Source: an optimization exercise on an open RTL-to-GDS flow (aim: small area). Production flows keep margins and buffers that such runs may drop. Where RTL was checked, it was by simulation tests only, not by an equivalence proof against the original. No activity file was given, so power comes from the tool's default toggle rates.

east:
==> module RXFIFO, before the edit <==
module RXFIFO(
        output     [8:0] Head,
        input      [8:0] DataIn,
        input            read, write, clk, reset, ClearOV,
        output     [2:0] states
        );
        reg [143:0] Ring;             
        reg [3:0] hp;                 
        reg [4:0] count;              
        reg       pend;               
        reg       OV;
        wire Empty = (count == 5'd0);
        wire Full  = count[4];
        assign states = {Empty, Full, OV};
        wire do_read  = read && !Empty;
        wire do_write = write && !Full;
        wire [3:0] tail = hp + count[3:0];
        wire put = do_write ? (tail == 4'd15) : (pend && tail == 4'd0);
        wire [8:0] even = Ring[18*hp[3:1] +: 9];
        reg  [8:0] even_q;
        always @ (posedge clk)
            even_q <= even;
        assign Head = (pend && count == 5'd1) ? DataIn : (hp[0] ? even_q : even);
        always @ (posedge clk)
        begin
            Ring <= {Ring[134:0], put ? DataIn : Ring[143:135]};
        end
        always @ (posedge clk, posedge reset)
        begin
            if (reset) begin
                hp    <= 4'd0;
                count <= 5'd0;
                pend  <= 1'b0;
                OV    <= 1'b0;
            end
            else begin
                hp <= hp + 1'b1 + do_read;
                if (do_read && !do_write)
                    count <= count - 1'b1;
                else if (do_write && !do_read)
                    count <= count + 1'b1;
                if (do_write)
                    pend <= (tail != 4'd15);
                else if (tail == 4'd0)
                    pend <= 1'b0;
                if (write && Full)
                    OV <= 1'b1;
                else if (ClearOV)
                    OV <= 1'b0;
            end
        end
endmodule
Settings: LEC_CHECK=0, CAP_MARGIN=20, CORE_MARGIN=2, CORE_UTILIZATION=65, PLACE_DENSITY=0.75, SLEW_MARGIN=20; clock period 10.0 ns.
standard.sh (not shown) runs the stock make flow with config.mk's settings and CLKGATE_MAP_FILE= SYNTH_SCRIPT=/design/flow/synth_recipe.tcl, a recipe that flattens the netlist after the stock synthesis.
==> flow/flow/run.sh <==
#!/bin/bash
# Own layout flow: the standard ORFS flow (standard.sh, the standard flow's synthesis
# script) with these changes:
#  - Yosys's ABC step maps for area (flow/abc_area.script in place of ORFS's
#    abc_speed.script; the registers are mapped before ABC and do not change);
#  - port buffers use the smallest buffer (buf_1) instead of clkdlybuf4s50_1;
#  - clock tree: clkbuf_8 leaf buffers, 18-sink clusters, no dummy loads.
set -euo pipefail
here=$(pwd)
rm -rf "$here/scripts"
cp -r "$FLOW_HOME/scripts" "$here/scripts"
cp "$here/flow/abc_area.script" "$here/scripts/abc_speed.script"
export SCRIPTS_DIR="$here/scripts"
export BUFFER_PORTS_ARGS="-buffer_cell sky130_fd_sc_hd__buf_1"
export CTS_ARGS="-sink_clustering_enable -repair_clock_nets -dont_use_dummy_load -buf_list sky130_fd_sc_hd__clkbuf_8 -sink_clustering_size 18 -sink_clustering_max_diameter 60"
bash standard.sh > standard_flow.log 2>&1
==> flow/flow/abc_area.script <==
strash
dch -f
amap
Input-level comparison between south and east:
--- a/flow/design.v
+++ b/flow/design.v
@@ -153,15 +153,11 @@
         assign states = {Empty, Full, OV};
         wire do_read  = read && !Empty;
         wire do_write = write && !Full;
         wire [3:0] tail = hp + count[3:0];
         wire put = do_write ? (tail == 4'd15) : (pend && tail == 4'd0);
-        wire [8:0] even = Ring[18*hp[3:1] +: 9];
-        reg  [8:0] even_q;
-        always @ (posedge clk)
-            even_q <= even;
-        assign Head = (pend && count == 5'd1) ? DataIn : (hp[0] ? even_q : even);
+        assign Head = (pend && count == 5'd1) ? DataIn : Ring[9*hp +: 9];
         always @ (posedge clk)
         begin
             Ring <= {Ring[134:0], put ? DataIn : Ring[143:135]};
         end
         always @ (posedge clk, posedge reset)
==> run summary <==
- Looking at post-layout instance area, south sits about 0.9% higher than east does.
- From east to south the numbers moved as follows: sequential share of layout area went down, number of inverters outside the clock class in the layout went down.
- The first-pass GRT wire length of south is higher than that of east.
- Number of vias per cell after detailed routing of south exceeds that of east by a few percent.
- Re sequential power: east was higher than south.
- Relative max-transition margin delta for south relative to east: 2.8 points higher
- Side by side, clock period minus worst slack turned out higher in south than in east.
- south vs. east: proportion of synthesized chip area in sequential cells went down by 1.5 points.
- Number of nets in the layout was lower in the run labelled east.
- TritonCTS buffer count ended up 1 lower on south than on east.
- Measured against each other, east and south differ in number of distinct library cells after synthesis, the higher figure coming from south.


red:
Another version of the RTL of uart (not shown whole).
For scale: ~1,500 cells after synthesis, ~500 flip-flops, about 22,000 um2 of cells after synthesis.
==> module ClockGenNM, before the edit <==
module ClockGenNM(clock, enable, reset, N, Nout);
    input clock, enable, reset;
    input [31:0] N;
    output reg Nout;
    reg [31:0] d;
    wire hit = (d[31:7] == 25'd0);
    wire [31:0] base = hit ? N + {25'd0, d[6:0]} : d;
    always @ (posedge clock, posedge reset)
    begin
        if (reset)
        begin
            Nout <= 1'b0;
            d    <= 32'b0;
        end
        else if (enable)
        begin
            d <= {base[31:7] - 1'b1, base[6:0]};
            if (hit)
                Nout <= ~Nout;
        end
    end
endmodule
clock: 10.0 ns
lec_check: 0
cap_margin: 20
core_margin: 2
core_utilization: 65
cts_buf_list: sky130_fd_sc_hd__clkbuf_4
place_density: 0.75
slew_margin: 20
run.sh (not shown) runs the stock make flow with config.mk's settings and CLKGATE_MAP_FILE= SYNTH_SCRIPT=/design/flow/synth_recipe.tcl, a recipe that flattens the netlist after the stock synthesis.
Stock flow here: none of the scripts above is used.
> inputs changed (red -> blue)
--- a/flow/design.v
+++ b/flow/design.v
@@ -12,24 +12,27 @@
 endmodule
 module ClockGenNM(clock, enable, reset, N, Nout);
     input clock, enable, reset;
     input [31:0] N;
     output reg Nout;
     reg [31:0] d;
-    wire hit = (d[31:7] == 25'd0);
-    wire [31:0] base = hit ? N + {25'd0, d[6:0]} : d;
+    wire        hit  = ~|d[31:7];
+    wire [7:0]  slo  = {1'b0, N[6:0]} + {1'b0, d[6:0]};
+    wire [24:0] hi   = hit ? N[31:7] : d[31:7];
+    wire [24:0] hi_n = (hit && slo[7]) ? N[31:7] : hi - 1'b1;
+    wire [6:0]  lo_n = hit ? slo[6:0] : d[6:0];
     always @ (posedge clock, posedge reset)
     begin
         if (reset)
         begin
             Nout <= 1'b0;
             d    <= 32'b0;
         end
         else if (enable)
         begin
-            d <= {base[31:7] - 1'b1, base[6:0]};
+            d <= {hi_n, lo_n};
             if (hit)
                 Nout <= ~Nout;
         end
     end
 endmodule
 module BAUD_GEN(clk, enable, BRD, reset, Nout);
### Flow results
blue gives less area after synthesis than red did.
The run with more routed wire is red, not blue.
[compare] base=red new=blue: synthesized cell count now smaller; post-synth net total now smaller.
Taking red as the reference, in blue setup slack now smaller; clock network fraction of total power now larger; worst hold slack now larger.
Function not checked in red: the RTL went through the layout flow alone.


RTL: one of the versions met above, not the one the previous note started from.
For scale: about 1,500 cells after synthesis, ~520 flip-flops, roughly 18,000 µm² of cells after synthesis.
==> module RXFIFO, before the edit <==
module RXFIFO(
        output     [8:0] Head,
        input      [8:0] DataIn,
        input            read, write, clk, reset, ClearOV,
        output     [2:0] states
        );
        reg [143:0] Ring;             
        reg [3:0] hp;                 
        reg [4:0] count;              
        reg       pend;               
        reg       OV;
        wire Empty = (count == 5'd0);
        wire Full  = count[4];
        assign states = {Empty, Full, OV};
        wire do_read  = read && !Empty;
        wire do_write = write && !Full;
        wire [3:0] tail = hp + count[3:0];
        wire put = do_write ? (tail == 4'd15) : (pend && tail == 4'd0);
        assign Head = (pend && count == 5'd1) ? DataIn : Ring[9*hp +: 9];
        always @ (posedge clk)
        begin
            Ring <= {Ring[134:0], put ? DataIn : Ring[143:135]};
        end
        always @ (posedge clk, posedge reset)
        begin
            if (reset) begin
                hp    <= 4'd0;
                count <= 5'd0;
                pend  <= 1'b0;
                OV    <= 1'b0;
            end
            else begin
                hp <= hp + 1'b1 + do_read;
                if (do_read && !do_write)
                    count <= count - 1'b1;
                else if (do_write && !do_read)
                    count <= count + 1'b1;
                if (do_write)
                    pend <= (tail != 4'd15);
                else if (tail == 4'd0)
                    pend <= 1'b0;
                if (write && Full)
                    OV <= 1'b1;
                else if (ClearOV)
                    OV <= 1'b0;
            end
        end
endmodule
==> flow/config.mk <==
export PLATFORM = sky130hd
export DESIGN_NAME = uart
export DESIGN_NICKNAME = uart
export VERILOG_FILES = /design/flow/design.v
export SDC_FILE = /design/flow/constraint.sdc
export NUM_CORES = 4
export LEC_CHECK = 0
export CAP_MARGIN = 20
export CORE_MARGIN = 2
export CORE_UTILIZATION = 72
export PLACE_DENSITY = 0.8
export SLEW_MARGIN = 20
==> flow/constraint.sdc <==
create_clock -name core_clock -period 10.0 [get_ports {clk}]
set_input_delay 2.0000 -clock core_clock [delete_from_list [all_inputs] [get_ports {clk}]]
set_output_delay 2.0000 -clock core_clock [all_outputs]
set_load 0.01 [all_outputs]
standard.sh (not shown) runs the stock make flow with config.mk's settings and CLKGATE_MAP_FILE= SYNTH_SCRIPT=/design/flow/synth_recipe.tcl, a recipe that flattens the netlist after the stock synthesis.
Scripts as last shown in full above: flow/flow/run.sh, flow/flow/abc_area.script
Rerun with:
--- a/flow/design.v
+++ b/flow/design.v
@@ -152,13 +152,17 @@
         wire Full  = count[4];
         assign states = {Empty, Full, OV};
         wire do_read  = read && !Empty;
         wire do_write = write && !Full;
         wire [3:0] tail = hp + count[3:0];
         wire put = do_write ? (tail == 4'd15) : (pend && tail == 4'd0);
-        assign Head = (pend && count == 5'd1) ? DataIn : Ring[9*hp +: 9];
+        wire [8:0] even = Ring[18*hp[3:1] +: 9];
+        reg  [8:0] even_q;
+        always @ (posedge clk)
+            even_q <= even;
+        assign Head = (pend && count == 5'd1) ? DataIn : (hp[0] ? even_q : even);
         always @ (posedge clk)
         begin
             Ring <= {Ring[134:0], put ? DataIn : Ring[143:135]};
         end
         always @ (posedge clk, posedge reset)
         begin
Clock skew rose by 0.024 ns.
Sequential cell count rose by 9.
Combinational power rose slightly.
Count of clock-buffer cells in the layout rose by 2.
Core utilization fell by 0.32 points.
Non-clock buffer count fell by 2.
Setup slack is better by 0.63 ns.
Design area fell slightly.
Register-to-register slack is better by 0.63 ns.
Die area fell slightly.
Wire length fell by a few percent.
Worst hold slack hardly moves.
Critical path depth fell by 1.
First-iteration DRC count rose slightly.


Setup of old:
uart, a different RTL version from the one above (not shown whole).
For scale: roughly 1400 cells after synthesis, about 490 flip-flops, roughly 75 I/O pins, ~18000 sq um of cells after synthesis.
==> flow/config.mk <==
export PLATFORM = sky130hd
export DESIGN_NAME = uart
export DESIGN_NICKNAME = uart
export VERILOG_FILES = /design/flow/design.v
export SDC_FILE = /design/flow/constraint.sdc
export NUM_CORES = 4
export LEC_CHECK = 0
export CAP_MARGIN = 20
export CORE_MARGIN = 2
export CORE_UTILIZATION = 65
export PLACE_DENSITY = 0.75
export SLEW_MARGIN = 20
==> flow/constraint.sdc <==
create_clock -name core_clock -period 10.0 [get_ports {clk}]
set_input_delay 2.0000 -clock core_clock [delete_from_list [all_inputs] [get_ports {clk}]]
set_output_delay 2.0000 -clock core_clock [all_outputs]
set_load 0.01 [all_outputs]
Scripts as last shown in full above: flow/flow/run.sh, flow/flow/abc_area.script
No stage failed in old, and the final checks on the layout all came back clean.
#### Input delta (new over old)
diff --git a/flow/design.v b/flow/design.v
--- a/flow/design.v
+++ b/flow/design.v
@@ -147,15 +147,16 @@
         reg [3:0] hp;                 
         reg [4:0] count;              
         reg       pend;               
+        reg [3:0] wp;                 
         reg       OV;
         wire Empty = (count == 5'd0);
         wire Full  = count[4];
         assign states = {Empty, Full, OV};
         wire do_read  = read && !Empty;
         wire do_write = write && !Full;
-        wire [3:0] tail = hp + count[3:0];
-        wire put = do_write ? (tail == 4'd15) : (pend && tail == 4'd0);
-        assign Head = (pend && count == 5'd1) ? DataIn : Ring[9*hp +: 9];
+        wire [3:0] tail = hp + count[3:0];       
+        wire put = do_write ? (tail == 4'd15) : (pend && wp == 4'd15);
+        assign Head = (pend && wp == hp) ? DataIn : Ring[9*hp +: 9];
         always @ (posedge clk)
         begin
             Ring <= {Ring[134:0], put ? DataIn : Ring[143:135]};
@@ -166,6 +167,7 @@
                 hp    <= 4'd0;
                 count <= 5'd0;
                 pend  <= 1'b0;
+                wp    <= 4'd0;
                 OV    <= 1'b0;
             end
             else begin
@@ -175,9 +177,16 @@
                 else if (do_write && !do_read)
                     count <= count + 1'b1;
                 if (do_write)
+                begin
                     pend <= (tail != 4'd15);
-                else if (tail == 4'd0)
-                    pend <= 1'b0;
+                    wp   <= tail + 1'b1;
+                end
+                else
+                begin
+                    if (wp == 4'd15)
+                        pend <= 1'b0;
+                    wp <= wp + 1'b1;
+                end
                 if (write && Full)
                     OV <= 1'b1;
                 else if (ClearOV)
[summary]
- Overall power after layout shrinks slightly when moving from old to new.
- For XOR/XNOR share of the synthesized area, new and old come out practically identical.
- Worst hold-check slack: new vs old — no meaningful difference
- Share of total power in combinational logic ends up lower on new.
- [new vs old] routed metal-1 wirelength: higher in new
- Summary of the comparison: flip-flop and latch count is higher in new, relative to old.
- The clock-pin slew of the registers on the worst-case setup and hold paths on old is in line with that on new.
- Relative to old, area growth from synthesis to final layout has gone down in new.

afterwards: timing with drivers on the ports:
Ports are ideal in the flow. The routed layouts listed here were re-timed in OpenROAD.
Step 1 (the two cells are an assumption about what drives the block):
set clk [get_ports {clk}]
set_driving_cell -lib_cell sky130_fd_sc_hd__clkbuf_16 $clk
set_driving_cell -lib_cell sky130_fd_sc_hd__buf_2 [delete_from_list [all_inputs] $clk]
Step 2 times the ports against the registers' clock, not the clock port: input delays grow and output delays shrink by t, the midpoint of the rising clock arrivals with the driver on.
Slacks: ideal ports / drivers / drivers and shift; pairs: ideal ports / drivers.
run | t (ns) | slack for setup (ns) | hold slack, ns | worst setup path after step 2 | worst register clock-pin slew, ns
east | 0.586 | 4.797 / 4.797 / 4.707 | 0.303 / 0.303 / 0.303 | input to register | 0.11 / 0.11
south | 0.592 | 4.120 / 4.120 / 4.120 | 0.322 / 0.322 / 0.322 | register to register | 0.11 / 0.11
red | 0.867 | 5.196 / 5.196 / 5.089 | 0.353 / 0.353 / 0.353 | input to register | 0.08 / 0.08
blue | 0.832 | 5.088 / 5.113 / 4.281 | 0.386 / 0.386 / 0.386 | input to register | 0.08 / 0.08
the first run of note 3 | 0.593 | 3.997 / 3.997 / 3.997 | 0.324 / 0.324 / 0.324 | register to register | 0.11 / 0.11
the second run of note 3 | 0.588 | 4.629 / 4.629 / 4.629 | 0.322 / 0.322 / 0.322 | register to register | 0.11 / 0.11
old | 0.597 | 4.943 / 4.973 / 4.377 | 0.334 / 0.334 / 0.334 | input to register | 0.11 / 0.11
new | 0.603 | 4.790 / 4.820 / 4.217 | 0.334 / 0.334 / 0.334 | input to register | 0.11 / 0.11
After both steps every run listed still meets setup and hold. For blue, which loses most, drivers alone change the setup slack by +0.025 ns; drivers and shift together by -0.807 ns.
